Source: an optimization exercise on an open RTL-to-GDS flow (aim: small area and a short achievable clock period). Production flows keep margins and buffers that such runs may drop. Where RTL was checked, it was by simulation tests only, not by an equivalence proof against the original. Function not checked in runs 6 to 8: the RTL went through the layout flow alone. No run shown here takes its clock network from TritonCTS; it comes from the design's own scripts or RTL. The clock port is modelled as an ideal driver, which makes a skipped or thinned clock tree look cheaper than it is; a real chip needs a root buffer or a tree. Power is estimated from default activity; no workload was simulated.

==> constraint.sdc <==
create_clock -name core_clock -period 5.0 [get_ports {clk}]
set_input_delay 1.0000 -clock core_clock [delete_from_list [all_inputs] [get_ports {clk}]]
set_output_delay 1.0000 -clock core_clock [all_outputs]
set_load 0.01 [all_outputs]
==> flow/cts_pre.tcl <==
# Runs before ORFS's CTS step (PRE_CTS_TCL): builds the clock tree by hand,
# then makes the step's clock_tree_synthesis call a no-op. The clock port
# drives 4 root buffers; each drives the leaf buffers of its quarter of the
# core; each leaf buffer drives a cluster of about 24 flip-flops. The tree
# is balanced: every flip-flop is two buffers from the port.
source [file join [file dirname [info script]] clock_tree.tcl]
build_clock_tree 12 sky130_fd_sc_hd__clkbuf_16 sky130_fd_sc_hd__clkbuf_16 4
rename clock_tree_synthesis orig_clock_tree_synthesis
proc clock_tree_synthesis { args } {
  puts "clock tree built by cts_pre.tcl; skipping clock_tree_synthesis $args"
}
==> flow/clock_tree.tcl <==
# Manual two-level clock tree: a root clkbuf_16 next to the clock port
# drives one clkbuf_16 per cluster of flip-flops (k-means on position).
proc build_clock_tree { k leafcell rootcell {nroot 1} } {
  set block [ord::get_db_block]
  set clknet [$block findNet clk]
  set sinks {}
  foreach it [$clknet getITerms] {
    set inst [$it getInst]
    set bb [$inst getBBox]
    lappend sinks [list $it [expr {([$bb xMin]+[$bb xMax])/2}] [expr {([$bb yMin]+[$bb yMax])/2}]]
  }
  set n [llength $sinks]
  # init centers: spread along sorted order
  set sorted [lsort -real -index 1 $sinks]
  set cx {}; set cy {}
  for {set i 0} {$i < $k} {incr i} {
    set s [lindex $sorted [expr {int(($i+0.5)*$n/$k)}]]
    lappend cx [lindex $s 1]; lappend cy [lindex $s 2]
  }
  set cap [expr {int(ceil(1.0*$n/$k))+2}]
  for {set iter 0} {$iter < 30} {incr iter} {
    # capacitated greedy assignment: sinks in order of best distance
    set cnt [lrepeat $k 0]
    set assign [dict create]
    set pairs {}
    foreach s $sinks {
      set best 1e18; set bi 0
      for {set i 0} {$i < $k} {incr i} {
        set d [expr {abs([lindex $s 1]-[lindex $cx $i]) + abs([lindex $s 2]-[lindex $cy $i])}]
        lappend pairs [list $d [lindex $s 0] $i [lindex $s 1] [lindex $s 2]]
      }
    }
    set sx [lrepeat $k 0.0]; set sy [lrepeat $k 0.0]
    foreach p [lsort -real -index 0 $pairs] {
      lassign $p d it i x y
      if {[dict exists $assign $it]} continue
      if {[lindex $cnt $i] >= $cap} continue
      dict set assign $it [list $i $x $y]
      lset cnt $i [expr {[lindex $cnt $i]+1}]
      lset sx $i [expr {[lindex $sx $i]+$x}]; lset sy $i [expr {[lindex $sy $i]+$y}]
    }
    for {set i 0} {$i < $k} {incr i} {
      if {[lindex $cnt $i] > 0} {
        lset cx $i [expr {[lindex $sx $i]/[lindex $cnt $i]}]
        lset cy $i [expr {[lindex $sy $i]/[lindex $cnt $i]}]
      }
    }
  }
  set db [ord::get_db]
  set leafm [$db findMaster $leafcell]
  set rootm [$db findMaster $rootcell]
  # R roots, each driving the leaves nearest to it (leaves split by x then y)
  set order {}
  for {set i 0} {$i < $k} {incr i} { lappend order [list $i [lindex $cx $i] [lindex $cy $i]] }
  set groups {}
  if {$nroot == 1} {
    set groups [list $order]
  } elseif {$nroot == 2} {
    set o [lsort -real -index 1 $order]
    set h [expr {$k/2}]
    set groups [list [lrange $o 0 [expr {$h-1}]] [lrange $o $h end]]
  } else {
    set o [lsort -real -index 1 $order]
    set h [expr {$k/2}]
    foreach half [list [lrange $o 0 [expr {$h-1}]] [lrange $o $h end]] {
      set oo [lsort -real -index 2 $half]
      set hh [expr {[llength $oo]/2}]
      lappend groups [lrange $oo 0 [expr {$hh-1}]] [lrange $oo $hh end]
    }
  }
  set leaves [lrepeat $k {}]
  set r 0
  foreach grp $groups {
    set rx 0; set ry 0
    foreach e $grp { set rx [expr {$rx+[lindex $e 1]}]; set ry [expr {$ry+[lindex $e 2]}] }
    set rx [expr {int($rx/[llength $grp])}]; set ry [expr {int($ry/[llength $grp])}]
    set root [odb::dbInst_create $block $rootm clktree_root_$r]
    $root setLocation $rx $ry; $root setPlacementStatus PLACED
    set rootnet [odb::dbNet_create $block clktree_rootnet_$r]
    $rootnet setSigType CLOCK
    [$root findITerm A] connect $clknet
    [$root findITerm X] connect $rootnet
    foreach e $grp {
      set i [lindex $e 0]
      set b [odb::dbInst_create $block $leafm clktree_leaf_$i]
      $b setLocation [expr {int([lindex $cx $i])}] [expr {int([lindex $cy $i])}]
      $b setPlacementStatus PLACED
      set net [odb::dbNet_create $block clktree_net_$i]
      $net setSigType CLOCK
      [$b findITerm A] connect $rootnet
      [$b findITerm X] connect $net
      lset leaves $i $net
    }
    incr r
  }
  dict for {it v} $assign {
    set i [lindex $v 0]
    $it disconnect
    $it connect [lindex $leaves $i]
  }
  puts "clock tree: $n sinks, $nroot roots, $k leaves, counts $cnt"
}
==> standard.sh <==
#!/bin/bash
# synth_recipe.tcl (not shown) runs the flow's synth.tcl, then flattens the netlist and writes it again
# the make line also repeats each setting of config.mk as NAME=value (left out here)
make -C /OpenROAD-flow-scripts/flow DESIGN_CONFIG=/design/flow/config.mk WORK_HOME=/design/flow/orfs CLKGATE_MAP_FILE= SYNTH_SCRIPT=/design/flow/synth_recipe.tcl "${@:-finish}"
==> flow/run.sh <==
#!/bin/bash
# The standard layout, with the clock tree built by flow/cts_pre.tcl in
# place of TritonCTS. make's output goes to standard.log; each ORFS step
# keeps its own log under orfs/logs.
set -euo pipefail
export PRE_CTS_TCL="$PWD/flow/cts_pre.tcl"
bash standard.sh PRE_CTS_TCL="$PRE_CTS_TCL" finish > standard.log 2>&1
==> config.mk <==
export PLATFORM = sky130hd
export DESIGN_NAME = FIFO
export DESIGN_NICKNAME = FIFO
export VERILOG_FILES = /design/flow/design.v
export SDC_FILE = /design/flow/constraint.sdc
export NUM_CORES = 4
export LEC_CHECK = 0
export CAP_MARGIN = 20
export CORE_MARGIN = 2
export CORE_UTILIZATION = 40
export SETUP_SLACK_MARGIN = 3.17
export SLEW_MARGIN = 20
export SYNTH_HIERARCHICAL = 1
==> design.v <==
module FIFO(
    input  wire clk,
    input  wire rstn,
    input  wire wr_en,
    input  wire rd_en,
    input  wire [7:0] data_in,
    output wire full,
    output wire empty,
    output wire [7:0] data_out
 );
    reg [7:0] mem [1:31];
    reg [4:0] tp;        
    reg [4:0] hp;        
    reg       ne_r;      
    reg       full_r;
    reg       one_r;     
    reg       le1_r;     
    reg [3:0] rlo_r;     
    reg [7:0] rhi_r;     
    reg [7:0] out_r;     
    wire empty_r = ~ne_r;
    wire w    = wr_en & ~full_r;
    wire r    = rd_en & ne_r;
    wire [4:0] tp1 = {tp[3:0], tp[4] ^ tp[2]};
    wire [4:0] hp1 = {hp[3:0], hp[4] ^ hp[2]};
    wire two  = (tp == hp1);                      
    wire n31  = (tp1 == hp);                      
    wire       one = one_r;
    wire       hp_inc, le1_nx, one_nx;
    fifo_ctl u_ctl (.wr(wr_en), .rd(rd_en), .e(empty_r), .f(full_r), .one(one),
                    .le1(le1_r), .le1_rd(one | two), .two(two),
                    .hp_inc(hp_inc), .le1_nx(le1_nx), .one_nx(one_nx));
    wire [4:0] hp_nx  = hp_inc ? hp1 : hp;
    wire [3:0] rlo_nx = {4{~le1_nx}} & (hp_inc ? (4'd1 << hp1[1:0]) : (4'd1 << hp[1:0]));
    wire [7:0] rhi_nx = hp_inc ? (8'd1 << hp1[4:2]) : (8'd1 << hp[4:2]);
    wire [31:0] wsel, rsel;
    wire [3:0] wlo_pre = {4{~full_r}} & (4'd1 << tp[1:0]);
    wire [7:0] whi_n   = ~(8'd1 << tp[4:2]);
    wire [3:0] wlo_n;
    genvar k;
    generate for (k = 0; k < 4; k = k + 1) begin : wl
        fifo_nand2 u (.a(wr_en), .b(wlo_pre[k]), .y(wlo_n[k]));
    end
    for (k = 1; k < 32; k = k + 1) begin : ws
        fifo_nor2 u (.a(wlo_n[k % 4]), .b(whi_n[k / 4]), .y(wsel[k]));
    end endgenerate
    assign wsel[0] = 1'b0;
    fifo_and8x4 u_rdec (.lo(rlo_r), .hi(rhi_r), .y(rsel));
    wire [7:0] nhead;    
    wire       out_en = empty_r ? wr_en : rd_en;
    genvar b;
    generate for (b = 0; b < 8; b = b + 1) begin : bit_
        wire [30:0] d;
        for (k = 1; k < 32; k = k + 1) begin : sl
            assign d[k-1] = mem[k][b];
        end
        fifo_ao31 u_ao (.d(d), .s(rsel[31:1]), .din(data_in[b]), .sdin(le1_r),
                        .en(out_en), .q(out_r[b]), .y(nhead[b]));
    end endgenerate
    always @(posedge clk or negedge rstn) begin
        if (!rstn) begin
            tp     <= 5'd1;
            hp     <= 5'd1;
            ne_r   <= 1'b0;
            full_r <= 1'b0;
            le1_r  <= 1'b1;
            one_r  <= 1'b0;
            rlo_r  <= 4'd0;
        end else begin
            if (w) tp <= tp1;
            hp    <= hp_nx;
            le1_r <= le1_nx;
            one_r <= one_nx;
            rlo_r <= rlo_nx;
            if (w & ~r) begin
                ne_r   <= 1'b1;
                full_r <= n31;
            end else if (r & ~w) begin
                ne_r   <= ~one;
                full_r <= 1'b0;
            end
        end
    end
    always @(posedge clk) begin
        rhi_r <= rhi_nx;
        out_r <= nhead;
    end
    integer i;
    always @(posedge clk) begin
        for (i = 1; i < 32; i = i + 1)
            if (wsel[i]) mem[i] <= data_in;
    end
    assign data_out = out_r;
    assign empty    = empty_r;
    assign full     = full_r;
endmodule
module fifo_ctl(
    input  wire wr,
    input  wire rd,
    input  wire e,        
    input  wire f,        
    input  wire one,      
    input  wire le1,      
    input  wire le1_rd,   
    input  wire two,      
    output wire hp_inc,
    output wire le1_nx,
    output wire one_nx
);
    assign hp_inc = (wr & rd) | (wr & e) | (rd & ~e & ~one);
    wire wo = wr & ~rd & ~f;
    wire ro = rd & ~wr & ~e;
    assign le1_nx = wo ? e : ro ? le1_rd : le1;
    assign one_nx = wo ? e : ro ? two : (one | (wr & e));
endmodule
module fifo_and8x4(
    input  wire [3:0]  lo,
    input  wire [7:0]  hi,
    output wire [31:0] y
);
    genvar g;
    generate for (g = 0; g < 32; g = g + 1) begin : d
        assign y[g] = lo[g % 4] & hi[g / 4];
    end endgenerate
endmodule
module fifo_ao31(
    input  wire [30:0] d,
    input  wire [30:0] s,
    input  wire        din,
    input  wire        sdin,
    input  wire        en,
    input  wire        q,
    output wire        y
);
    wire [3:0] l2;
    wire [1:0] l3;
    wire       dn;
    fifo_ao8 u0 (.d(d[7:0]),   .s(s[7:0]),   .y(l2[0]));
    fifo_ao8 u1 (.d(d[15:8]),  .s(s[15:8]),  .y(l2[1]));
    fifo_ao8 u2 (.d(d[23:16]), .s(s[23:16]), .y(l2[2]));
    fifo_ao8 u3 (.d({1'b0, d[30:24]}), .s({1'b0, s[30:24]}), .y(l2[3]));
    fifo_nor2 o0 (.a(l2[0]), .b(l2[1]), .y(l3[0]));
    fifo_nor2 o1 (.a(l2[2]), .b(l2[3]), .y(l3[1]));
    fifo_nand2 n0 (.a(din), .b(sdin), .y(dn));
    fifo_hold h (.a(l3[0]), .b(l3[1]), .c(dn), .en(en), .q(q), .y(y));
endmodule
module fifo_hold(input wire a, b, c, en, q, output wire y);
    assign y = en ? ~(a & b & c) : q;
endmodule
module fifo_ao8(
    input  wire [7:0] d,
    input  wire [7:0] s,
    output wire       y
);
    assign y = |(d & s);
endmodule
module fifo_nor2(input wire a, b, output wire y);
    assign y = ~(a | b);
endmodule
module fifo_nand2(input wire a, b, output wire y);
    assign y = ~(a & b);
endmodule
==> results of run 1 <==
layout make-up:
cell class                 count  area, um^2
fill                        2195       13770
buffer                        16       400.4
sequential                   282        8237
tap                          335       419.2
timing repair buffer          40       345.3
multi-input combinational    374        2843
inverter                      10       40.04
state kept, by name, summed over array words and instances (netlist names):
register / count
mem: 248
out_r: 8
rhi_r: 8
hp: 5
tp: 5
rlo_r: 4
full_r: 1
le1_r: 1
ne_r: 1
one_r: 1
per-stage QoR:
stage	area, um^2	std cells	util [%]	setup slack (ps)
floorplan	10740	675	-	3059
global placement	11260	1021	43.22	1598
detailed placement	11260	1021	43.22	1521
CTS	12190	1050	46.78	2920
global route	12280	1057	47.14	3065
finish	12280	1057	47.14	3099
layer usage:
| layer | track usage (%) | up-vias |
|---|---|---|
| met2 | 30.61 | 337 |
| met4 | 5.022 | 0 |
| li1 | - | 2757 |
| met5 | 0 | - |
| met3 | 2.210 | 51 |
| met1 | 26.59 | 3197 |
power groups by stage:
stage | clock network, mW | logic [mW] | registers [mW]
after floorplan | 0 | 0.755 | 2.95
after global placement | 0 | 1.05 | 3.10
after detailed placement | 0 | 1.08 | 3.11
after CTS | 0.969 | 1.32 | 3.13
after global routing | 1.31 | 1.50 | 3.12
final | 1.21 | 1.41 | 3.10
worst max-delay path: stages, from the launching register on:
cell and delay (ps):
dfrtp_2 440, inv_4 70, buf_6 90
worst min path at each step:
stage | from | end | slack [ps]
global placement | out_r[1]$_DFF_P_ | out_r[1]$_DFF_P_ | 490
floorplan | out_r[0]$_DFF_P_ | out_r[0]$_DFF_P_ | 510
detailed placement | out_r[1]$_DFF_P_ | out_r[1]$_DFF_P_ | 490
finish | out_r[1]$_DFF_P_ | out_r[1]$_DFF_P_ | 500
global route | out_r[7]$_DFF_P_ | out_r[7]$_DFF_P_ | 530
CTS | out_r[1]$_DFF_P_ | out_r[1]$_DFF_P_ | 490
placed cells by master, fill, tap and decap left out, types with 10 or more instances in the layout:
cell,instances
conb_1,16
nor2_4,33
dfxtp_1,14
dfrtp_2,10
nand2_1,17
a22oi_1,128
edfxtp_1,248
clkbuf_16,16
buf_4,23
and2_1,29
nor2_1,25
nand4_1,33
repair_timing:
item | CTS | global route
gates cloned | 1 | 0
endpoints found under the hold margin | 0 | 0
pin swaps | 10 | 4
buffers inserted | 12 | 7
gates resized for setup | 130 | 46
setup endpoints to repair | 558 | 266
hold buffers | 0 | 0
==> summary.md, run 1 <==
| Metric | Value |
|---|---|
| Status | `finished clean` |
| CP required | `4000 ps` |
| Pwr/cell area | `about 470 nW/um^2` |
| Initial core utilization | `about two fifths` |
| Cell row count | `just under 60` |
| Placeable Area | `26060 um^2` |
| Clock Latency Late Sink | `310 ps` |
| Worst setup startpoint | `ne_r$_DFFE_PN0P_` |
| Worst-case reg-to-reg path depth | `5` |
| Clk slew on worst S/H paths | `roughly 90 ps` |
| Clock share of power | `21.1%` |
| First-pass GRT wire length | `39.27 mm` |
| Synth Warn # | `8` |
| Die height | `167.0 um` |
| Initial DRC Count | `786` |
| Pint | `3.936 mW` |
| CP arrival | `around 900 ps` |
| Detailed Route WL | `26.90 mm` |
| Met3 WL | `2.161 mm` |
| Period utilization | `about two fifths` |
| Pins Over Slew Limit | `0` |
| Routed wl met2 | `about 13 mm` |
| Mapped Avg Cell Area | `around 16 um^2` |
| DR vias | `roughly 6300` |
| IO buf count | `21` |
| Pleak | `roughly 3.8 nW` |
| Drt first pass iters | `5` |
| Max Fanout on Critical Path | `3` |
| # DRC | `0` |
| Hold path cells | `2` |
| Final setup TNS | `0 ps` |
| DIE WIDTH | `around 170 um` |
| RR Endpoint | `out_r[4]$_DFF_P_` |
| DP Wirelength | `roughly 17 mm` |
| N_diodes | `0` |
| Critical Path Source Type | `register` |
| Comb power frac | `about a quarter` |
| P&R area growth vs syn | `15.53%` |
| Initial antenna violation count | `0` |
| HP Class | `reg2reg` |
| Setup crit end | `empty` |
| Final Power | `roughly 5.7 mW` |
| # setup viols final | `0` |
| Max Fclk | `around 530 MHz` |
| Final hold vios | `0` |
| P_sw | `around 1.8 mW` |
| FF-to-FF Start | `rlo_r[2]$_DFF_PN0_` |
| Sequential share of power | `between 50% and 60%` |
| Fraction of layout cells with a size suffix above 1 | `a little over a fifth` |
| DRT met1 WL | `about 11 mm` |
| Tmin final | `between 1500 and 2000 ps` |
| Final Skew | `around 15 ps` |
| Number of max-cap violations | `0` |
| Critical path capture point type | `primary output` |
| Detailed-route wire length per cell | `25.45 um` |
| WHS | `about 500 ps` |
| Reg-to-reg setup timing slack | `3200 ps` |
| Die Area | `approximately 28000 um^2` |
| Mapped Cells | `667` |
| Cell Area, Synth | `roughly 11000 um^2` |
| Final GP Congestion | `slightly below 0.9` |
| # nets final | `roughly 740` |
| Sw Share | `31.15%` |
| Avg Vias per Cell | `6.000` |
| RSZ-0062 raised after global routing | `yes` |
| Max VDD drop | `between 0.0004 and 0.0005 V` |
| Post-route ant nets | `0` |
| Global route overflow | `0` |
| # IOs | `22` |
| Vias in the first global route | `about 6100` |
| Highest routed metal layer | `met4` |
| Tot GR Track Use | `around a fifth` |
| CP Class | `reg2out` |
| Largest net degree at the start of global routing | `33` |
==> inputs of run 2 (changes only) <==
--- a/design.v
+++ b/design.v
@@ -36,12 +36,12 @@
     wire [31:0] wsel, rsel;
     wire [3:0] wlo_pre = {4{~full_r}} & (4'd1 << tp[1:0]);
-    wire [7:0] whi_n   = ~(8'd1 << tp[4:2]);
-    wire [3:0] wlo_n;
+    wire [7:0] whi     = 8'd1 << tp[4:2];
+    wire [3:0] wlo;
     genvar k;
     generate for (k = 0; k < 4; k = k + 1) begin : wl
-        fifo_nand2 u (.a(wr_en), .b(wlo_pre[k]), .y(wlo_n[k]));
+        fifo_and2 u (.a(wr_en), .b(wlo_pre[k]), .y(wlo[k]));
     end
     for (k = 1; k < 32; k = k + 1) begin : ws
-        fifo_nor2 u (.a(wlo_n[k % 4]), .b(whi_n[k / 4]), .y(wsel[k]));
+        fifo_and2 u (.a(wlo[k % 4]), .b(whi[k / 4]), .y(wsel[k]));
     end endgenerate
     assign wsel[0] = 1'b0;
@@ -155,4 +155,7 @@
     assign y = |(d & s);
 endmodule
+module fifo_and2(input wire a, b, output wire y);
+    assign y = a & b;
+endmodule
 module fifo_nor2(input wire a, b, output wire y);
     assign y = ~(a | b);
--- a/config.mk
+++ b/config.mk
@@ -9,5 +9,5 @@
 export CORE_MARGIN = 2
 export CORE_UTILIZATION = 40
-export SETUP_SLACK_MARGIN = 3.17
+export SETUP_SLACK_MARGIN = 3.25
 export SLEW_MARGIN = 20
 export SYNTH_HIERARCHICAL = 1
==> run 2 against run 1 <==
- still clean
- first-iteration DRC count shrank 15%
- combinational power about the same
- cell area rose by 0.43%
- worst setup slack improved by 5.2 ps
- highest routed layer unchanged
==> summary.md, run 2 <==
| Metric | Value |
|---|---|
| Status | `finished clean` |
| Final worst setup slack | `3104 ps` |
| IO buf count | `21` |
| WHS | `525.8 ps` |
| Top reg by flops | `mem` |
| Cells after DPL | `approximately 1000` |
| Initial core utilization | `roughly 41%` |
| Worst-margin pin slew | `slightly below 600 ps` |
| Commonest non-fill, non-tap cell in the layout | `edfxtp_1` |
| First-pass GRT wire length | `38.92 mm` |
| Cell row count | `59` |
| Number of max-cap violations | `0` |
| Initial DRC Count | `about 670` |
| DP Wirelength | `about 17 mm` |
| Final Power | `approximately 5.8 mW` |
| DIE WIDTH | `167.6 um` |
| CP Class | `reg2out` |
| Final hold vios | `0` |
| P&R area growth vs syn | `15.27%` |
| Die Area | `roughly 28000 um^2` |
| Tot GR Track Use | `between 10% and 20%` |
| Initial antenna violation count | `1` |
| Mapped Cells | `between 600 and 700` |
| Post-route design area | `12340 um^2` |
| Non-Filler Instances | `between 1000 and 1500` |
| N_diodes | `0` |
| Vias in the first global route | `about 6100` |
| CP arrival | `900 ps` |
| Avg Vias per Cell | `between 5 and 6` |
| Pre-CTS setup slack | `slightly below 2000 ps` |
| Fin util | `between 40 and 50%` |
| Slew margin rel. | `around three fifths` |
| Max VDD drop | `about 0.00024 V` |
| Final GP Congestion | `0.9459` |
| Max Fclk | `roughly 530 MHz` |
| Pwr/cell area | `approximately 470 nW/um^2` |
| Drt first pass iters | `5` |
| DR vias | `6327` |
| Final setup TNS | `0 ps` |
| Filler cells | `2221` |
| HP Class | `reg2reg` |
| Period utilization | `37.91%` |
| # IOs | `22` |
| Tmin final | `1896 ps` |
| Fraction of layout cells with a size suffix above 1 | `approximately a quarter` |
| Synth Warn # | `8` |
| Pleak | `a little under 4 nW` |
| Mapped Avg Cell Area | `about 16 um^2` |
| Max Fanout on Critical Path | `3` |
| Critical path capture point type | `primary output` |
| Clock Latency Late Sink | `just over 300 ps` |
| Most frequent cells in the layout | `edfxtp_1 (248), a22oi_1 (119), and2_4 (36)` |
| Global route overflow | `0` |
| RSZ-0062 raised after global routing | `yes` |
| Post-route ant nets | `0` |
| Die height | `around 170 um` |
| Detailed Route WL | `approximately 27 mm` |
| Critical Path Source Type | `register` |
| # DRC | `0` |
| Largest net degree at the start of global routing | `33` |
| # setup viols final | `0` |
| Hold-fix buffers at CTS | `0` |
| Detailed-route wire length per cell | `around 26 um` |
| Placeable Area | `26130 um^2` |
| # nets final | `740` |
| Placed Area | `between 10000 and 15000 um^2` |
| Area of the multi-input gates | `2759 um^2` |
| Final Skew | `roughly 21 ps` |
| Max reg flops | `about 250` |
| Clk slew on worst S/H paths | `approximately 90 ps` |
| Register area | `roughly 8300 um^2` |
| Pins Over Slew Limit | `0` |
| Cell Area, Synth | `about 11000 um^2` |
| Biggest regs | `mem (248), out_r (8), rhi_r (8)` |
| CP required | `roughly 4000 ps` |
==> run 2: final timing paths <==
path                       cells past startpoint              start                  end  slack [ps]
hold reg to reg                                2   out_r[1]$_DFF_P_     out_r[1]$_DFF_P_         530
max in group asynchronous                      1               rstn    hp[1]$_DFFE_PN0P_        3890
setup / recovery                               2   ne_r$_DFFE_PN0P_                empty        3100
min in group asynchronous                      1               rstn    hp[2]$_DFFE_PN0P_         740
setup reg to reg                               2  tp[3]$_DFFE_PN0P_  mem[8][2]$_DFFE_PP_        3250
hold / removal                                 2   out_r[1]$_DFF_P_     out_r[1]$_DFF_P_         530
==> run 2: layout make-up <==
cell class                 count  share of cell area [%]
sequential                   282                   66.94
multi-input combinational    373                   22.36
timing repair buffer          47                   3.824
tap                          335                   3.398
buffer                        16                   3.245
inverter                       7                  0.2333
==> run 2: worst max-delay path: stages, from the launching register on <==
cell	delay, ps
dfrtp_2	440
inv_2	70
buf_6	100
==> run 2: report_power, final <==
part           total [mW]  switching [mW]  internal (mW)
combinational        1.41           0.765          0.647
sequential           3.14           0.319           2.82
clock                1.20           0.625          0.576
==> run 2: per-layer routing <==
metal  global-route usage (%)  part of all wire (%)  vias to the layer above
met5                        0                     0                        -
met4                    4.877                   2.7                        0
met3                    3.191                   7.9                       46
met2                    29.50                    47                      296
met1                    26.14                    43                     3231
li1                         -                     -                     2754
==> run 2: timing repair <==
item | in CTS | in global routing
setup buffers | 10 | 16
setup endpoints to repair | 558 | 228
resized for setup | 108 | 85
hold endpoints to repair | 0 | 0
pin swaps | 12 | 6
==> inputs of run 3 (changes only) <==
--- a/config.mk
+++ b/config.mk
@@ -8,6 +8,6 @@
 export CAP_MARGIN = 20
 export CORE_MARGIN = 2
-export CORE_UTILIZATION = 40
-export SETUP_SLACK_MARGIN = 3.25
+export CORE_UTILIZATION = 50
+export SETUP_SLACK_MARGIN = 3.17
 export SLEW_MARGIN = 20
 export SYNTH_HIERARCHICAL = 1
==> run 3 against run 2 <==
- via count is 1.7% lower
- first-iteration DRC count is 11% higher
- flip-flop and latch count stayed put
- worst hold slack worse by 11 ps
- total power is 2.8% lower
- area after synthesis stayed put
- die area is 20% lower
- cell area is 1.6% lower
- sequential power hardly changed
- cell count is 6.4% lower
- clock power hardly changed
==> summary.md, run 3 <==
| Metric | Value |
|---|---|
| CP max stage delay | `~700 ps` |
| Largest net degree at the start of global routing | `33` |
| Max Fanout on Critical Path | `12` |
| Post-route design area | `around 12000 um^2` |
| Post-route ant nets | `0` |
| HP Class | `reg2reg` |
| # DRC | `0` |
| Max reg flops | `~250` |
| Pins Over Slew Limit | `0` |
| Final Skew | `19.28 ps` |
| Avg Vias per Cell | `6.268` |
| Pleak | `slightly below 4 nW` |
| Crit-path cells | `nor3b_2 -> and2_4` |
| Cell Area, Synth | `between 10000 and 15000 um^2` |
| Number of max-cap violations | `0` |
| DR vias | `6218` |
| Die height | `~150 um` |
| Final setup TNS | `0 ps` |
| Detailed-route wire length per cell | `about 27 um` |
| Area of the multi-input gates | `2676 um^2` |
| DP Wirelength | `roughly 17 mm` |
| Critical path capture point type | `register` |
| Final hold vios | `0` |
| Die Area | `22590 um^2` |
| Clk slew on worst S/H paths | `80 ps` |
| Period utilization | `around 40%` |
| Slew margin rel. | `roughly 45%` |
| Placed Area | `11270 um^2` |
| CP Class | `reg2reg` |
| Hold-fix buffers at CTS | `0` |
| Initial antenna violation count | `1` |
| Global route overflow | `0` |
| Mapped Cells | `between 600 and 700` |
| Tmin final | `1943 ps` |
| DIE WIDTH | `between 150 and 200 um` |
| Critical Path Source Type | `register` |
| # setup viols final | `0` |
| Register area | `a little over 8000 um^2` |
| Most frequent cells in the layout | `edfxtp_1 (248), a22oi_1 (129), and2_4 (35)` |
| RSZ-0062 raised after global routing | `yes` |
| Filler cells | `1586` |
| # IOs | `22` |
| Worst path slowest cell | `dfrtp_1` |
| Detailed Route WL | `roughly 27 mm` |
| Pre-CTS setup slack | `around 1800 ps` |
| Pwr/cell area | `between 400 and 500 nW/um^2` |
| Initial DRC Count | `748` |
| Max Fclk | `a little over 500 MHz` |
| Vias in the first global route | `about 6100` |
| Biggest regs | `mem (248), out_r (8), rhi_r (8)` |
| IO buf count | `21` |
| Cell row count | `53` |
| Fraction of layout cells with a size suffix above 1 | `about a fifth` |
| Worst setup startpoint | `tp[3]$_DFFE_PN0P_` |
| FF-to-FF Start | `tp[3]$_DFFE_PN0P_` |
| Commonest non-fill, non-tap cell in the layout | `edfxtp_1` |
| Initial core utilization | `between 50 and 60%` |
| CP arrival | `around 2000 ps` |
| # nets final | `732` |
| Final worst setup slack | `3057 ps` |
| N_diodes | `0` |
| Synth Warn # | `8` |
| Top reg by flops | `mem` |
| Cells after DPL | `about 960` |
| Final GP Congestion | `around 0.85` |
| CP required | `~5000 ps` |
| Clock Latency Late Sink | `between 300 and 400 ps` |
| Non-Filler Instances | `992` |
| Fin util | `approximately 58%` |
| P&R area growth vs syn | `13.47%` |
| Mapped Avg Cell Area | `16.09 um^2` |
| Drt first pass iters | `5` |
| Max VDD drop | `about 0.00027 V` |
| Worst-margin pin slew | `roughly 830 ps` |
| Placeable Area | `roughly 21000 um^2` |
| Status | `finished clean` |
| Tot GR Track Use | `about a quarter` |
| First-pass GRT wire length | `39.49 mm` |
| Min-delay src | `out_r[5]$_DFF_P_` |
==> run 3: layout make-up <==
class | count | share of cell area (%)
sequential | 282 | 67.87
inverter | 7 | 0.2370
timing repair buffer | 39 | 3.730
multi-input combinational | 373 | 22.04
buffer | 16 | 3.297
tap | 275 | 2.833
==> run 3: critical path, delay by kind of cell (launching register included) <==
kind	cells	cell delay (ps)
AND/OR/NAND/NOR	2	960
flip-flops	1	680
==> run 3: timing repair <==
action	CTS	global route
setup endpoints to repair	558	87
resized for setup	148	41
gates cloned	4	0
setup buffers	8	3
pin swaps	6	1
==> run 3: stage by stage <==
step,total power [mW],hold WS (ps)
after floorplan,3.700,512.1
after global placement,4.192,518.2
after detailed placement,4.211,516.8
after CTS,5.330,516.9
after global routing,5.814,544.7
final,5.595,515.1
==> run 3: worst paths after layout <==
path	endpoint	slack, ps	cells after the start
max	mem[8][4]$_DFFE_PP_	3060	2
min	out_r[5]$_DFF_P_	520	2
max reg2reg	mem[8][4]$_DFFE_PP_	3060	2
min reg2reg	out_r[5]$_DFF_P_	520	2
max in group asynchronous	rlo_r[1]$_DFF_PN0_	3560	1
min in group asynchronous	tp[4]$_DFFE_PN0P_	880	1
==> run 3: per-layer routing <==
metal,up-vias,GRT usage [%],wire length [um]
li1,2745,-,-
met2,306,39.36,12930
met5,-,0,0
met1,3127,34.85,11340
met3,40,3.121,1938
met4,0,5.472,714
==> run 3: power breakdown <==
part,internal (mW),switching (mW)
combinational,0.537,0.716
clock,0.576,0.631
sequential,2.81,0.325
total,3.92,1.67
==> inputs of run 4 (changes only) <==
--- a/config.mk
+++ b/config.mk
@@ -8,5 +8,5 @@
 export CAP_MARGIN = 20
 export CORE_MARGIN = 2
-export CORE_UTILIZATION = 50
+export CORE_UTILIZATION = 40
 export SETUP_SLACK_MARGIN = 3.17
 export SLEW_MARGIN = 20
==> run 4 against run 3 <==
- area after synthesis unchanged
- worst setup slack better by 51 ps
- critical path depth unchanged
- sequential share of layout area up 0.23 points
- sequential power about the same
- still clean
==> summary.md, run 4 <==
| Metric | Value |
|---|---|
| RSZ-0062 raised after global routing | `yes` |
| Worst path slowest cell | `dfrtp_2` |
| P_sw | `about 1.7 mW` |
| Pwr/cell area | `~470 nW/um^2` |
| CP Class | `reg2out` |
| CP arrival | `a little under 900 ps` |
| IO buf count | `21` |
| Initial DRC Count | `approximately 850` |
| Mapped Cells | `roughly 670` |
| Clock share of power | `21.6%` |
| Placeable Area | `26130 um^2` |
| Detailed Route WL | `27.42 mm` |
| Avg Vias per Cell | `about 6.0` |
| Pleak | `about 3.9 nW` |
| Final GP Congestion | `approximately 0.96` |
| Register area | `8249 um^2` |
| First-pass GRT wire length | `40.16 mm` |
| Initial antenna violation count | `0` |
| Critical path's top delay family | `flip-flops` |
| Tmin final | `approximately 1900 ps` |
| Tot GR Track Use | `a little under a fifth` |
| Top reg by flops | `mem` |
| Initial core utilization | `about two fifths` |
| # setup viols final | `0` |
| Status | `finished clean` |
| Die height | `around 170 um` |
| DP Wirelength | `17.21 mm` |
| Vias in the first global route | `about 6300` |
| FF-to-FF Start | `rlo_r[0]$_DFF_PN0_` |
| Commonest non-fill, non-tap cell in the layout | `edfxtp_1` |
| Sw Share | `between 30% and 40%` |
| Crit path buf inv count | `2` |
| Mapped Avg Cell Area | `around 16 um^2` |
| Post-route ant nets | `0` |
| Detailed-route wire length per cell | `26.01 um` |
| Clock Latency Late Sink | `about 310 ps` |
| # DRC | `0` |
| Final setup TNS | `0 ps` |
| CP required | `about 4000 ps` |
| Area of the multi-input gates | `about 2700 um^2` |
| Slew margin rel. | `between 40 and 50%` |
| Sequential share of power | `roughly 55%` |
| Max reg flops | `248` |
| DIE WIDTH | `about 170 um` |
| Die Area | `28080 um^2` |
| Period utilization | `37.86%` |
| Final Skew | `between 20 and 30 ps` |
| Final hold vios | `0` |
| Drt first pass iters | `5` |
| HP Class | `reg2reg` |
| Worst setup startpoint | `ne_r$_DFFE_PN0P_` |
| Largest net degree at the start of global routing | `33` |
| Global route overflow | `0` |
| Cell Area, Synth | `approximately 11000 um^2` |
| Worst-margin pin slew | `785.9 ps` |
| N_diodes | `0` |
| # nets final | `roughly 730` |
| Max Fanout on Critical Path | `3` |
| Fraction of layout cells with a size suffix above 1 | `between 20% and 30%` |
| Comb power frac | `a little under a quarter` |
| CP max stage delay | `440 ps` |
| Met3 Usage GRT | `under 10%` |
| Grt peak-use layer | `met2` |
| DR vias | `about 6300` |
| Min-delay src | `out_r[1]$_DFF_P_` |
| Met1 Use GR | `between 20% and 30%` |
| # IOs | `22` |
| Biggest regs | `mem (248), out_r (8), rhi_r (8)` |
| Pint | `3.968 mW` |
| WHS | `roughly 530 ps` |
| Clk slew on worst S/H paths | `~90 ps` |
| Max VDD drop | `0.0002830 V` |
| Cell row count | `between 50 and 60` |
| Critical Path Source Type | `register` |
| Grt met2 use | `about a third` |
| Critical path capture point type | `primary output` |
| Max Fclk | `about 530 MHz` |
| Synth Warn # | `8` |
| P&R area growth vs syn | `13.19%` |
| Filler cells | `roughly 2200` |
| Most frequent cells in the layout | `edfxtp_1 (248), a22oi_1 (129), and2_4 (35)` |
| Number of max-cap violations | `0` |
| Pins Over Slew Limit | `0` |
| Crit-path cells | `inv_4 -> buf_6` |
## run 4: cell types whose count changed in the layout (fill, tap and decap cells not counted), sizes merged
cell | before | now
bufbuf | 1 | 0
clkbuf | 24 | 22
clkdlybuf4s15 | 4 | 1
buf | 26 | 34
## run 4: final cells by class
type | instances | area share, %
buffer | 16 | 3.305
timing repair buffer | 41 | 2.871
tap | 335 | 3.460
inverter | 7 | 0.2582
sequential | 282 | 68.10
multi-input combinational | 373 | 22.01
## run 4: stage by stage
stage / utilization, % / std cells / total power [mW] / worst slack, ps / area [um^2]
after CTS: 46.04 / 1046 / 5.363 / 2949 / 12030
after global routing: 46.36 / 1054 / 5.907 / 3085 / 12110
after global placement: 43.28 / 1018 / 4.188 / 1889 / 11310
final: 46.36 / 1054 / 5.672 / 3107 / 12110
after detailed placement: 43.28 / 1018 / 4.226 / 1812 / 11310
after floorplan: - / 673 / 3.700 / 3076 / 10780
## run 4: worst reg2reg max path: stages (launching register included)
cell and delay, ps:
dfrtp_2 510, and2_1 270, a22oi_1 290, nand4_1 240
nor2_2 200, a41oi_1 150
## run 4: path summary, 6_finish.rpt
| path | to | slack (ps) | cells after the start |
|---|---|---|---|
| max reg2reg | out_r[6]$_DFF_P_ | 3210 | 5 |
| max in group asynchronous | hp[2]$_DFFE_PN0P_ | 3590 | 1 |
| min | out_r[1]$_DFF_P_ | 530 | 2 |
| min in group asynchronous | tp[2]$_DFFE_PN0P_ | 840 | 1 |
| min reg2reg | out_r[1]$_DFF_P_ | 530 | 2 |
| max | empty | 3110 | 2 |
## run 4: layer usage
metal  share of wire, %  up-vias
met4                2.3        0
li1                   -     2745
met1                 42     3200
met2                 49      318
met3                7.4       47
met5                  0        -
## run 4: power by group through the flow
stage	Sequential [mW]	Clock [mW]	Combinational, mW
4_1_cts	3.17	0.969	1.22
6_report	3.14	1.23	1.31
3_3_place_gp	3.15	0	1.04
2_1_floorplan	2.96	0	0.740
3_5_place_dp	3.16	0	1.06
5_1_grt	3.16	1.33	1.41
## run 4: what timing repair did
action,CTS,global route
endpoints found under the setup margin,558,154
pin swaps,10,2
gates resized for setup,134,51
buffers inserted,12,8
hold buffers,0,0
hold endpoints to repair,0,0
==> inputs of run 5 (changes only) <==
--- a/config.mk
+++ b/config.mk
@@ -6,8 +6,8 @@
 export NUM_CORES = 4
 export LEC_CHECK = 0
-export CAP_MARGIN = 20
+export CAP_MARGIN = 5
 export CORE_MARGIN = 2
 export CORE_UTILIZATION = 40
 export SETUP_SLACK_MARGIN = 3.17
-export SLEW_MARGIN = 20
+export SLEW_MARGIN = 5
 export SYNTH_HIERARCHICAL = 1
==> run 5 against run 4 <==
- worst setup slack is the same
- cell area unchanged
- synthesized cell count stayed put
- maximum frequency unchanged
- total power did not move
- routed wire length did not move
- register-to-register slack about the same
- critical endpoint unchanged
- highest routed layer unchanged
==> summary.md, run 5 <==
| Metric | Value |
|---|---|
| Status | `finished clean` |
| Hold path cells | `2` |
| Hold Path End | `out_r[1]$_DFF_P_` |
| Non-Filler Instances | `around 1100` |
| First-pass GRT wire length | `between 40 and 50 mm` |
| Final setup TNS | `0 ps` |
| Initial antenna violation count | `0` |
| Commonest non-fill, non-tap cell in the layout | `edfxtp_1` |
| Placeable Area | `around 26000 um^2` |
| Worst-margin pin slew | `slightly below 800 ps` |
| Sequential share of power | `about 55%` |
| RSZ-0062 raised after global routing | `yes` |
| IO buf count | `21` |
| P&R area growth vs syn | `13.19%` |
| Sw Share | `between 30% and 40%` |
| Most frequent cells in the layout | `edfxtp_1 (248), a22oi_1 (129), and2_4 (35)` |
| Placed Area | `about 11000 um^2` |
| Initial core utilization | `around 41%` |
| DIE WIDTH | `~170 um` |
| # IOs | `22` |
| # DRC | `0` |
| # nets final | `about 730` |
| Cells after DPL | `between 1000 and 1500` |
| Final Power | `roughly 5.7 mW` |
| Die height | `approximately 170 um` |
| Cell Area, Synth | `between 10000 and 15000 um^2` |
| Critical Path Source Type | `register` |
| Die Area | `between 20000 and 30000 um^2` |
| Vias in the first global route | `around 6300` |
| Largest net degree at the start of global routing | `33` |
| Detailed-route wire length per cell | `between 20 and 30 um` |
| Fin util | `about 46%` |
| Biggest regs | `mem (248), out_r (8), rhi_r (8)` |
| Pint | `3.968 mW` |
| Mapped Cells | `665` |
| CP Class | `reg2out` |
| Filler cells | `roughly 2200` |
| Post-route design area | `12110 um^2` |
| WHS | `~530 ps` |
| Synth Warn # | `8` |
| Pre-CTS setup slack | `between 1500 and 2000 ps` |
| HP Class | `reg2reg` |
| Pins Over Slew Limit | `0` |
| CP required | `roughly 4000 ps` |
| Max VDD drop | `about 0.00028 V` |
| Max reg flops | `248` |
| Cell row count | `59` |
| Pwr/cell area | `around 470 nW/um^2` |
| FF-to-FF Start | `rlo_r[0]$_DFF_PN0_` |
| Period utilization | `37.86%` |
| Clock share of power | `21.6%` |
| Pleak | `slightly below 4 nW` |
| Max Fanout on Critical Path | `3` |
| Detailed Route WL | `approximately 27 mm` |
| Global route overflow | `0` |
| Drt first pass iters | `5` |
| Clk slew on worst S/H paths | `90 ps` |
| Post-route ant nets | `0` |
| Final hold vios | `0` |
| Avg Vias per Cell | `around 6.0` |
| Min-delay src | `out_r[1]$_DFF_P_` |
| Comb power frac | `a little under a quarter` |
| Clock Latency Late Sink | `slightly above 300 ps` |
| CP arrival | `890 ps` |
| Slew margin rel. | `roughly 48%` |
| Worst path slowest cell | `dfrtp_2` |
| Tot GR Track Use | `a little under a fifth` |
| Tmin final | `~1900 ps` |
| CP max stage delay | `around 440 ps` |
| Mapped Avg Cell Area | `16.09 um^2` |
| Max Fclk | `around 530 MHz` |
| Final Skew | `~26 ps` |
| Initial DRC Count | `~850` |
| DR vias | `6310` |
| N_diodes | `0` |
| # setup viols final | `0` |
| Fraction of layout cells with a size suffix above 1 | `20.17%` |
| Worst-case reg-to-reg path depth | `5` |
| Final worst setup slack | `3107 ps` |
| DP Wirelength | `17.21 mm` |
| Crit-path cells | `inv_4 -> buf_6` |
| Final GP Congestion | `roughly 0.96` |
| Critical path capture point type | `primary output` |
| Top reg by flops | `mem` |
| Reg-to-reg setup timing slack | `between 3000 and 4000 ps` |
| P_sw | `1.704 mW` |
| RR Endpoint | `out_r[6]$_DFF_P_` |
| Number of max-cap violations | `0` |
run 5: cell counts in the layout (fill, tap and decap cells not counted):
Identical to the previous run, type by type.
run 5: per-layer routing:
metal	up-vias	GRT usage [%]	wire (um)
met1	3200	27.34	11450
met5	-	0	0
met3	47	1.820	2019
met2	318	31.91	13320
li1	2745	-	-
met4	0	4.045	635
run 5: power groups by stage:
stage               Clock, mW  Sequential (mW)  Combinational [mW]
CTS                     0.969             3.17                1.22
finish                   1.23             3.14                1.31
floorplan                   0             2.96               0.740
global route             1.33             3.16                1.41
global placement            0             3.15                1.04
detailed placement          0             3.16                1.06
run 5: worst max-delay path by stage:
stage	slack [ps]	startpoint	end
final	3110	ne_r$_DFFE_PN0P_	empty
after global routing	3080	hp[4]$_DFFE_PN0P_	rlo_r[2]$_DFF_PN0_
after CTS	2950	rd_en	rlo_r[1]$_DFF_PN0_
after detailed placement	1810	wr_en	mem[9][0]$_DFFE_PP_
after global placement	1890	wr_en	mem[21][7]$_DFFE_PP_
after floorplan	3080	rd_en	rhi_r[3]$_SDFF_PP0_
run 5: critical path, delay by kind of cell (launching register included):
family	cells	cell delay [ps]
buffers and inverters	2	160
DFF	1	440
run 5: area by class of cell:
type	count	area [um^2]	share of cell area [%]
timing repair buffer	41	347.8	2.871
sequential	282	8249	68.10
multi-input combinational	373	2666	22.01
buffer	16	400.4	3.305
inverter	7	31.28	0.2582
tap	335	419.2	3.460
run 5: timing repair:
action | CTS | global route
endpoints found under the setup margin | 558 | 154
hold buffers | 0 | 0
pin swaps | 10 | 2
resized for setup | 134 | 51
setup buffers | 12 | 8
==> inputs of run 6 (changes only) <==
--- a/design.v
+++ b/design.v
@@ -139,5 +139,5 @@
     fifo_ao8 u1 (.d(d[15:8]),  .s(s[15:8]),  .y(l2[1]));
     fifo_ao8 u2 (.d(d[23:16]), .s(s[23:16]), .y(l2[2]));
-    fifo_ao8 u3 (.d({1'b0, d[30:24]}), .s({1'b0, s[30:24]}), .y(l2[3]));
+    fifo_ao8 u3 (.d({d[30], d[30:24]}), .s({s[30], s[30:24]}), .y(l2[3]));
     fifo_nor2 o0 (.a(l2[0]), .b(l2[1]), .y(l3[0]));
     fifo_nor2 o1 (.a(l2[2]), .b(l2[3]), .y(l3[1]));
--- a/config.mk
+++ b/config.mk
@@ -6,8 +6,8 @@
 export NUM_CORES = 4
 export LEC_CHECK = 0
-export CAP_MARGIN = 5
+export CAP_MARGIN = 20
 export CORE_MARGIN = 2
 export CORE_UTILIZATION = 40
 export SETUP_SLACK_MARGIN = 3.17
-export SLEW_MARGIN = 5
+export SLEW_MARGIN = 20
 export SYNTH_HIERARCHICAL = 1
==> run 6 against run 5 <==
- die area decreased by 0.27%
- area after synthesis decreased by 0.28%
- cell count decreased by 1.0%
- register-to-register slack got worse by 30 ps
- highest routed layer unchanged
- combinational power increased by 4%
- sequential share of layout area decreased by 0.51 points
- sequential power about the same
==> summary.md, run 6 <==
| Metric | Value |
|---|---|
| Pleak | `between 3 and 4 nW` |
| Final hold vios | `0` |
| Synth Warn # | `8` |
| Register area | `a little over 8000 um^2` |
| Final setup TNS | `0 ps` |
| CP Class | `reg2out` |
| Clock share of power | `between 20% and 30%` |
| Pins Over Slew Limit | `0` |
| CP required | `around 4000 ps` |
| N_diodes | `0` |
| WHS | `roughly 530 ps` |
| Critical path's top delay family | `flip-flops` |
| RSZ-0062 raised after global routing | `yes` |
| Max Fclk | `522.7 MHz` |
| Fraction of layout cells with a size suffix above 1 | `about 23%` |
| Initial core utilization | `roughly two fifths` |
| Pwr/cell area | `468.9 nW/um^2` |
| Slew margin rel. | `66.23%` |
| Most frequent cells in the layout | `edfxtp_1 (248), a22oi_1 (130), and2_4 (35)` |
| Tot GR Track Use | `between 10% and 20%` |
| Filler cells | `2236` |
| Clk slew on worst S/H paths | `roughly 90 ps` |
| Crit-path cells | `clkinv_4 -> buf_6` |
| CP arrival | `between 900 and 1000 ps` |
| Initial DRC Count | `813` |
| Max reg flops | `248` |
| Detailed-route wire length per cell | `roughly 26 um` |
| Final Skew | `about 20 ps` |
| Period utilization | `between 30% and 40%` |
| Cells after DPL | `1004` |
| Number of max-cap violations | `0` |
| Sequential share of power | `a little under three fifths` |
| Sw Share | `between 20 and 30%` |
| CP max stage delay | `roughly 440 ps` |
| Critical Path Source Type | `register` |
| Biggest regs | `mem (248), out_r (8), rhi_r (8)` |
| First-pass GRT wire length | `about 39 mm` |
| IO buf count | `21` |
| Initial antenna violation count | `0` |
| Final Power | `5.727 mW` |
| # nets final | `between 700 and 800` |
| Final GP Congestion | `roughly 0.87` |
| Max VDD drop | `0.0003540 V` |
| Global route overflow | `0` |
| Crit path buf inv count | `2` |
| # IOs | `22` |
| Cell Area, Synth | `10670 um^2` |
| P_sw | `approximately 1.7 mW` |
| Die height | `roughly 170 um` |
| DR vias | `6214` |
| Tmin final | `between 1500 and 2000 ps` |
| Mapped Cells | `around 660` |
| Pint | `4.014 mW` |
| Worst-margin pin slew | `502.6 ps` |
| Vias in the first global route | `just over 6000` |
| Drt first pass iters | `16` |
| Avg Vias per Cell | `between 5 and 6` |
| Cell row count | `between 50 and 60` |
| Comb power frac | `between 20% and 30%` |
| Area of the multi-input gates | `2656 um^2` |
| DP Wirelength | `~17 mm` |
| Worst path slowest cell | `dfrtp_2` |
| Non-Filler Instances | `1043` |
| Placeable Area | `approximately 26000 um^2` |
| # DRC | `0` |
| P&R area growth vs syn | `14.44%` |
| Die Area | `approximately 28000 um^2` |
| Post-route ant nets | `0` |
| Top reg by flops | `mem` |
| Detailed Route WL | `26.78 mm` |
| Hold-fix buffers at CTS | `0` |
| HP Class | `reg2reg` |
| Max Fanout on Critical Path | `6` |
| # setup viols final | `0` |
| DIE WIDTH | `between 150 and 200 um` |
| Clock Latency Late Sink | `just over 300 ps` |
| Post-route design area | `between 10000 and 15000 um^2` |
| Placed Area | `11280 um^2` |
| Status | `finished clean` |
| Largest net degree at the start of global routing | `33` |
| Critical path capture point type | `primary output` |
| Commonest non-fill, non-tap cell in the layout | `edfxtp_1` |
| Mapped Avg Cell Area | `around 16 um^2` |
==> run 6: worst paths after layout <==
path	from	endpoint	slack, ps	cells after the start
setup reg to reg	rlo_r[1]$_DFF_PN0_	out_r[4]$_DFF_P_	3180	5
max in group asynchronous	rstn	hp[2]$_DFFE_PN0P_	3900	1
setup / recovery	ne_r$_DFFE_PN0P_	empty	3090	2
hold reg to reg	out_r[1]$_DFF_P_	out_r[1]$_DFF_P_	530	2
min in group asynchronous	rstn	hp[2]$_DFFE_PN0P_	730	1
hold / removal	out_r[1]$_DFF_P_	out_r[1]$_DFF_P_	530	2
==> run 6: power by group through the flow <==
stage / Combinational [mW] / Sequential (mW) / Clock, mW
after global routing: 1.46 / 3.17 / 1.30
final: 1.36 / 3.15 / 1.22
after detailed placement: 1.09 / 3.16 / 0
after global placement: 1.06 / 3.15 / 0
after CTS: 1.25 / 3.18 / 0.969
after floorplan: 0.750 / 2.96 / 0
==> run 6: what timing repair did <==
item / in CTS / in global routing
setup endpoints to repair: 558 / 102
resized for setup: 166 / 55
cloned: 1 / 0
setup buffers: 12 / 10
pin swaps: 14 / 2
==> run 6: layout make-up <==
type                            instances  share of cell area [%]
Tap cell                              335                   3.432
Inverter                                7                  0.2766
Timing Repair Buffer                   46                   3.678
Sequential cell                       282                   67.59
Buffer                                 16                   3.278
Multi-Input combinational cell        357                   21.75
==> run 6: per-layer routing <==
layer | share of wire (%) | vias to the layer above | track usage, % | wire, um
met5 | 0 | - | 0 | 0
met4 | 3.4 | 0 | 5.369 | 906
met3 | 8.0 | 55 | 3.002 | 2147
met2 | 46 | 316 | 30.27 | 12410
met1 | 42 | 3105 | 26.04 | 11320
li1 | - | 2738 | - | -
==> run 6: metrics by stage <==
step	worst slack [ps]	utilization (%)
after global routing	3073	46.74
after detailed placement	1892	43.15
after CTS	2954	46.28
after floorplan	3076	-
final	3087	46.74
after global placement	1954	43.15
==> run 6: worst reg2reg max path, cell delays in order, from the launching register on <==
cell	delay [ps]
dfrtp_2	520
and2_2	280
a22oi_1	310
nand4_1	260
nor2_1	210
a41oi_1	120
==> inputs of run 7 (changes only) <==
--- a/design.v
+++ b/design.v
@@ -15,4 +15,6 @@
     reg       full_r;
     reg       one_r;     
+    reg       ne_o;      
+    reg       full_o;    
     reg       le1_r;     
     reg [3:0] rlo_r;     
@@ -27,4 +29,9 @@
     wire n31  = (tp1 == hp);                      
     wire       one = one_r;
+    wire       ne_nx, full_nx, ne_nx_o, full_nx_o;
+    fifo_flags u_fl  (.wr(wr_en), .rd(rd_en), .ne(ne_r), .f(full_r), .one(one), .n31(n31),
+                      .ne_nx(ne_nx), .full_nx(full_nx));
+    fifo_flags u_flo (.wr(wr_en), .rd(rd_en), .ne(ne_r), .f(full_r), .one(one), .n31(n31),
+                      .ne_nx(ne_nx_o), .full_nx(full_nx_o));
     wire       hp_inc, le1_nx, one_nx;
     fifo_ctl u_ctl (.wr(wr_en), .rd(rd_en), .e(empty_r), .f(full_r), .one(one),
@@ -36,12 +43,12 @@
     wire [31:0] wsel, rsel;
     wire [3:0] wlo_pre = {4{~full_r}} & (4'd1 << tp[1:0]);
-    wire [7:0] whi     = 8'd1 << tp[4:2];
-    wire [3:0] wlo;
+    wire [7:0] whi_n   = ~(8'd1 << tp[4:2]);
+    wire [3:0] wlo_n;
     genvar k;
     generate for (k = 0; k < 4; k = k + 1) begin : wl
-        fifo_and2 u (.a(wr_en), .b(wlo_pre[k]), .y(wlo[k]));
+        fifo_nand2 u (.a(wr_en), .b(wlo_pre[k]), .y(wlo_n[k]));
     end
     for (k = 1; k < 32; k = k + 1) begin : ws
-        fifo_and2 u (.a(wlo[k % 4]), .b(whi[k / 4]), .y(wsel[k]));
+        fifo_nor2 u (.a(wlo_n[k % 4]), .b(whi_n[k / 4]), .y(wsel[k]));
     end endgenerate
     assign wsel[0] = 1'b0;
@@ -64,4 +71,6 @@
             ne_r   <= 1'b0;
             full_r <= 1'b0;
+            ne_o   <= 1'b0;
+            full_o <= 1'b0;
             le1_r  <= 1'b1;
             one_r  <= 1'b0;
@@ -73,11 +82,8 @@
             one_r <= one_nx;
             rlo_r <= rlo_nx;
-            if (w & ~r) begin
-                ne_r   <= 1'b1;
-                full_r <= n31;
-            end else if (r & ~w) begin
-                ne_r   <= ~one;
-                full_r <= 1'b0;
-            end
+            ne_r   <= ne_nx;
+            full_r <= full_nx;
+            ne_o   <= ne_nx_o;
+            full_o <= full_nx_o;
         end
     end
@@ -92,6 +98,21 @@
     end
     assign data_out = out_r;
-    assign empty    = empty_r;
-    assign full     = full_r;
+    assign empty    = ~ne_o;
+    assign full     = full_o;
+endmodule
+module fifo_flags(
+    input  wire wr,
+    input  wire rd,
+    input  wire ne,
+    input  wire f,
+    input  wire one,    
+    input  wire n31,    
+    output wire ne_nx,
+    output wire full_nx
+);
+    wire w = wr & ~f;
+    wire r = rd & ne;
+    assign ne_nx   = (w & ~r) ? 1'b1 : (r & ~w) ? ~one : ne;
+    assign full_nx = (w & ~r) ? n31  : (r & ~w) ? 1'b0 : f;
 endmodule
 module fifo_ctl(
@@ -139,5 +160,5 @@
     fifo_ao8 u1 (.d(d[15:8]),  .s(s[15:8]),  .y(l2[1]));
     fifo_ao8 u2 (.d(d[23:16]), .s(s[23:16]), .y(l2[2]));
-    fifo_ao8 u3 (.d({d[30], d[30:24]}), .s({s[30], s[30:24]}), .y(l2[3]));
+    fifo_ao8 u3 (.d({1'b0, d[30:24]}), .s({1'b0, s[30:24]}), .y(l2[3]));
     fifo_nor2 o0 (.a(l2[0]), .b(l2[1]), .y(l3[0]));
     fifo_nor2 o1 (.a(l2[2]), .b(l2[3]), .y(l3[1]));
@@ -155,7 +176,4 @@
     assign y = |(d & s);
 endmodule
-module fifo_and2(input wire a, b, output wire y);
-    assign y = a & b;
-endmodule
 module fifo_nor2(input wire a, b, output wire y);
     assign y = ~(a | b);
==> run 7 against run 6 <==
- critical path type is now reg2reg
- core utilization rose by 1.7 points
- die area barely moved
- flip-flop and latch count rose by 2
- critical path depth rose by 3
- largest power group unchanged
- clock power barely moved
- clock skew rose by 11 ps
- worst setup slack improved by 41 ps
- via count rose by 5.1%
- critical endpoint is now out_r[2]$_DFF_P_
- synthesized cell count rose by 1.8%
- still clean
- worst hold slack got worse by 11 ps
- combinational power rose by about 10%
==> summary.md, run 7 <==
| Metric | Value |
|---|---|
| Status | `finished clean` |
| # nets final | `around 750` |
| DR vias | `roughly 6500` |
| DIE WIDTH | `167.4 um` |
| Comb power frac | `25.5%` |
| Sw Share | `about a third` |
| Sequential share of power | `53.6%` |
| Pwr/cell area | `464.3 nW/um^2` |
| # setup viols final | `0` |
| Cell row count | `59` |
| Tot GR Track Use | `about a fifth` |
| Clk slew on worst S/H paths | `100 ps` |
| First-pass GRT wire length | `about 41 mm` |
| Final Skew | `a little over 30 ps` |
| P&R area growth vs syn | `18.61%` |
| # IOs | `22` |
| Vias in the first global route | `~6300` |
| Fraction of layout cells with a size suffix above 1 | `around a quarter` |
| Die Area | `about 28000 um^2` |
| CP required | `roughly 5200 ps` |
| Top reg by flops | `mem` |
| Crit-path cells | `and2_1 -> a22oi_1 -> nand4_1 -> nor2_2 -> a41oi_2` |
| Pleak | `a little under 4 nW` |
| Drt first pass iters | `17` |
| Max reg flops | `approximately 250` |
| Slew margin rel. | `65.17%` |
| Die height | `between 150 and 200 um` |
| Post-route design area | `roughly 13000 um^2` |
| Final Power | `5.880 mW` |
| Final hold vios | `0` |
| N_diodes | `0` |
| Number of max-cap violations | `0` |
| Cell Area, Synth | `10680 um^2` |
| CP max stage delay | `between 500 and 600 ps` |
| Filler cells | `2233` |
| Placeable Area | `between 20000 and 30000 um^2` |
| Hold-fix buffers at CTS | `0` |
| Placed Area | `11280 um^2` |
| Detailed-route wire length per cell | `approximately 26 um` |
| Tmin final | `roughly 1900 ps` |
| DP Wirelength | `between 15 and 20 mm` |
| Initial antenna violation count | `0` |
| Period utilization | `between 30% and 40%` |
| Pins Over Slew Limit | `0` |
| Clock share of power | `20.9%` |
| Critical Path Source Type | `register` |
| Final GP Congestion | `0.8455` |
| P_sw | `around 1.9 mW` |
| Biggest regs | `mem (248), out_r (8), rhi_r (8)` |
| Clock Latency Late Sink | `320 ps` |
| CP Class | `reg2reg` |
| Worst-margin pin slew | `522.4 ps` |
| Max VDD drop | `~0.00031 V` |
| Commonest non-fill, non-tap cell in the layout | `edfxtp_1` |
| Final setup TNS | `0 ps` |
| HP Class | `reg2reg` |
| Post-route ant nets | `0` |
| RSZ-0062 raised after global routing | `yes` |
| Max Fclk | `about 530 MHz` |
| Worst path slowest cell | `dfrtp_1` |
| # DRC | `0` |
| IO buf count | `21` |
| Largest net degree at the start of global routing | `33` |
| Mapped Cells | `around 670` |
| Pint | `~4.0 mW` |
| Max Fanout on Critical Path | `8` |
| Mapped Avg Cell Area | `between 15 and 20 um^2` |
| WHS | `just over 500 ps` |
| Avg Vias per Cell | `about 6.1` |
| Detailed Route WL | `28.38 mm` |
| Synth Warn # | `8` |
| Initial core utilization | `about two fifths` |
| Most frequent cells in the layout | `edfxtp_1 (248), a22oi_1 (126), nor2_4 (40)` |
| Critical path capture point type | `register` |
| CP arrival | `roughly 2100 ps` |
| Global route overflow | `0` |
| Initial DRC Count | `slightly below 800` |
-- run 7: worst paths after layout --
kind | start | end | slack (ps) | cells after the start
worst max-delay path | rlo_r[0]$_DFF_PN0_ | out_r[2]$_DFF_P_ | 3130 | 5
worst min-delay path | out_r[2]$_DFF_P_ | out_r[2]$_DFF_P_ | 520 | 2
worst max register to register | rlo_r[0]$_DFF_PN0_ | out_r[2]$_DFF_P_ | 3130 | 5
worst min register to register | out_r[2]$_DFF_P_ | out_r[2]$_DFF_P_ | 520 | 2
max in group asynchronous | rstn | hp[2]$_DFFE_PN0P_ | 3840 | 1
min in group asynchronous | rstn | rlo_r[0]$_DFF_PN0_ | 750 | 1
-- run 7: power by group through the flow --
| stage | registers (mW) | logic, mW | clock network [mW] |
|---|---|---|---|
| after CTS | 3.19 | 1.30 | 0.971 |
| after floorplan | 2.97 | 0.677 | 0 |
| after global routing | 3.17 | 1.59 | 1.33 |
| after global placement | 3.16 | 0.960 | 0 |
| final | 3.15 | 1.50 | 1.23 |
| after detailed placement | 3.17 | 0.989 | 0 |
-- run 7: critical path: cells and delay by family, from the launching register on --
family | cells | cell delay, ps
flip-flops | 1 | 510
AND/OR/NAND/NOR | 3 | 770
AO/OA/AOI/OAI | 2 | 480
-- run 7: metal layers --
layer | vias up | GRT usage (%) | part of all wire [%]
met3 | 57 | 2.813 | 8.2
met4 | 0 | 5.444 | 3.3
met1 | 3319 | 27.93 | 42
met5 | - | 0 | 0
met2 | 356 | 32.33 | 47
li1 | 2796 | - | -
-- run 7: repair_timing --
action / 4_1_cts / 5_1_grt
gates resized for setup: 168 / 62
buffers inserted: 21 / 13
pin swaps: 12 / 4
endpoints found under the setup margin: 562 / 64
cloned: 2 / 0
-- run 7: metrics by stage --
stage | utilization [%] | worst slack (ps) | instances
2_1_floorplan | - | 3104 | 677
3_5_place_dp | 43.18 | 1579 | 1023
6_report | 48.46 | 3127 | 1075
3_3_place_gp | 43.18 | 1689 | 1023
5_1_grt | 48.46 | 3124 | 1075
4_1_cts | 47.73 | 2954 | 1062
-- run 7: area by class of cell --
type	count	area [um^2]	area share (%)
flip-flops and latches	284	8303	65.56
multi-input cells	376	3002	23.70
repair buffers	56	510.5	4.031
well taps	335	419.2	3.310
plain buffers	16	400.4	3.161
inverters	8	30.03	0.2371
==> inputs of run 8 (changes only) <==
--- a/config.mk
+++ b/config.mk
@@ -9,5 +9,5 @@
 export CORE_MARGIN = 2
 export CORE_UTILIZATION = 40
-export SETUP_SLACK_MARGIN = 3.17
+export SETUP_SLACK_MARGIN = 3.27
 export SLEW_MARGIN = 20
 export SYNTH_HIERARCHICAL = 1
==> run 8 against run 7 <==
- sequential share of layout area fell by 1.2 points
- cell area is 2.1% higher
- highest routed layer unchanged
- synthesized cell count is the same
- cell count rose by 1.0%
- first-iteration DRC count decreased by 4.8%
- clock power barely moved
- clock skew decreased by 1.5 ps
- critical path depth shrank 3
- still clean on timing, DRC and antenna
==> summary.md, run 8 <==
| Metric | Value |
|---|---|
| Worst-margin pin slew | `around 500 ps` |
| Pre-CTS setup slack | `approximately 1900 ps` |
| Fin util | `about half` |
| CP Class | `reg2out` |
| Commonest non-fill, non-tap cell in the layout | `edfxtp_1` |
| Most frequent cells in the layout | `edfxtp_1 (248), a22oi_1 (109), nor2_4 (37), buf_4 (37), nand4_1 (33)` |
| Clk slew on worst S/H paths | `approximately 100 ps` |
| Pleak | `4.007 nW` |
| Clock Latency Late Sink | `approximately 320 ps` |
| Tot GR Track Use | `19.30%` |
| Final setup TNS | `0 ps` |
| Slew margin rel. | `66.61%` |
| Biggest regs | `mem (248), out_r (8), rhi_r (8)` |
| # setup viols final | `0` |
| Final GP Congestion | `just over 0.9` |
| Cell row count | `between 50 and 60` |
| Max Fclk | `between 500 and 600 MHz` |
| # nets final | `765` |
| Period utilization | `37.10%` |
| Critical path capture point type | `primary output` |
| DP Wirelength | `~17 mm` |
| WHS | `~530 ps` |
| DR vias | `around 6500` |
| Drt first pass iters | `16` |
| Top reg by flops | `mem` |
| Fraction of layout cells with a size suffix above 1 | `29.56%` |
| Die Area | `around 28000 um^2` |
| Number of max-cap violations | `0` |
| Placeable Area | `between 20000 and 30000 um^2` |
| RSZ-0062 raised after global routing | `yes` |
| Detailed-route wire length per cell | `roughly 26 um` |
| CP required | `about 4000 ps` |
| Pwr/cell area | `454.4 nW/um^2` |
| Pins Over Slew Limit | `0` |
| Filler cells | `about 2200` |
| Final worst setup slack | `3145 ps` |
| Status | `finished clean` |
| Mapped Avg Cell Area | `between 15 and 20 um^2` |
| N_diodes | `0` |
| Final Power | `just under 6 mW` |
| IO buf count | `21` |
| Final hold vios | `0` |
| Max VDD drop | `0.0003054 V` |
| CP arrival | `approximately 850 ps` |
| Final Skew | `around 30 ps` |
| Avg Vias per Cell | `5.949` |
| Max reg flops | `~250` |
| Initial DRC Count | `747` |
| Mapped Cells | `669` |
| Initial antenna violation count | `0` |
| HP Class | `reg2reg` |
| Critical Path Source Type | `register` |
| Hold-fix buffers at CTS | `0` |
| # DRC | `0` |
| Vias in the first global route | `between 6000 and 7000` |
| Cell Area, Synth | `between 10000 and 15000 um^2` |
| # IOs | `22` |
| DIE WIDTH | `~170 um` |
| Max Fanout on Critical Path | `1` |
| Tmin final | `roughly 1900 ps` |
| P&R area growth vs syn | `21.07%` |
| Initial core utilization | `roughly two fifths` |
| Post-route ant nets | `0` |
| Largest net degree at the start of global routing | `33` |
| Detailed Route WL | `between 20 and 30 mm` |
| Synth Warn # | `8` |
| First-pass GRT wire length | `40.67 mm` |
| Die height | `between 150 and 200 um` |
| Global route overflow | `0` |
==> run 8: critical path: stages, from the launching register on <==
cell and delay, ps:
dfrtp_1 380, inv_1 50, buf_2 110
==> run 8: final timing paths <==
check	start	end	slack, ps	cells past startpoint
max in group asynchronous	rstn	hp[2]$_DFFE_PN0P_	3890	1
setup / recovery	ne_o$_DFF_PN0_	empty	3150	2
min in group asynchronous	rstn	tp[2]$_DFFE_PN0P_	730	1
hold reg to reg	out_r[3]$_DFF_P_	out_r[3]$_DFF_P_	530	2
hold / removal	out_r[3]$_DFF_P_	out_r[3]$_DFF_P_	530	2
setup reg to reg	tp[0]$_DFFE_PN1P_	mem[17][0]$_DFFE_PP_	3190	3
==> run 8: area by class of cell <==
type / count / area (um^2) / area share (%)
plain buffers: 16 / 400.4 / 3.097
repair buffers: 67 / 678.2 / 5.246
multi-input cells: 376 / 3074 / 23.78
well taps: 335 / 419.2 / 3.242
inverters: 8 / 33.78 / 0.2613
flip-flops and latches: 284 / 8322 / 64.37
==> run 8: metal layers <==
metal	vias up	global-route usage [%]	wire length (um)
met5	-	0	0
met4	0	3.894	714
met3	51	1.489	2070
met2	300	31.37	13260
met1	3292	28.92	11920
li1	2818	-	-
==> run 8: power breakdown <==
| group | total (mW) | internal, mW | switching [mW] | leakage, nW |
|---|---|---|---|---|
| registers | 3.17 | 2.84 | 0.332 | 2.59 |
| logic | 1.48 | 0.648 | 0.836 | 1.22 |
| clock network | 1.22 | 0.576 | 0.640 | 0.197 |
==> run 8: through the flow <==
stage	instances	instance area (um^2)
floorplan	677	11000
global placement	1026	11580
detailed placement	1026	11580
CTS	1065	12520
global route	1086	12930
finish	1086	12930
==> run 8: timing repair <==
| item | in CTS | in global routing |
|---|---|---|
| setup endpoints to repair | 562 | 287 |
| gates resized for setup | 124 | 107 |
| pin swaps | 28 | 12 |
| setup buffers | 20 | 21 |
| gates cloned | 3 | 0 |

what the ideal ports hide:
The results above use ideal ports. As a check the final layouts listed here were re-extracted and re-timed, cells and wires unchanged.
Step 1, drivers: a clkbuf_16 drives clk and a buf_2 each remaining input, both assumed.
Step 2 times the ports against the registers' clock, not the clock port: input delays grow and output delays shrink by t, the midpoint of the rising clock arrivals with the driver on.
a / b / c = ideal ports / drivers / drivers and shift; a / b = the first two.
run	t (ns)	setup slack, ns	worst hold slack (ns)	slew at the worst register clock pin (ns)	cell pins on the clock port's net
run 1	0.402	3.099 / 2.996 / 2.828	0.499 / 0.499 / 0.499	0.09 / 0.09	4
run 2	0.400	3.104 / 3.000 / 2.912	0.526 / 0.526 / 0.526	0.10 / 0.10	4
run 3	0.398	3.057 / 3.009 / 2.857	0.515 / 0.515 / 0.515	0.09 / 0.09	4
run 4	0.398	3.107 / 3.009 / 2.907	0.533 / 0.533 / 0.533	0.11 / 0.11	4
run 5	0.398	3.107 / 3.009 / 2.907	0.533 / 0.533 / 0.533	0.11 / 0.11	4
run 6	0.400	3.087 / 2.986 / 2.916	0.528 / 0.528 / 0.528	0.09 / 0.09	4
run 7	0.400	3.127 / 3.039 / 2.818	0.517 / 0.517 / 0.517	0.10 / 0.10	4
run 8	0.405	3.145 / 3.042 / 2.865	0.529 / 0.529 / 0.529	0.10 / 0.10	4
After both steps every run listed still meets setup and hold. The setup slack of run 7, which loses most, moves by -0.088 ns with the drivers and by -0.309 ns with both steps.
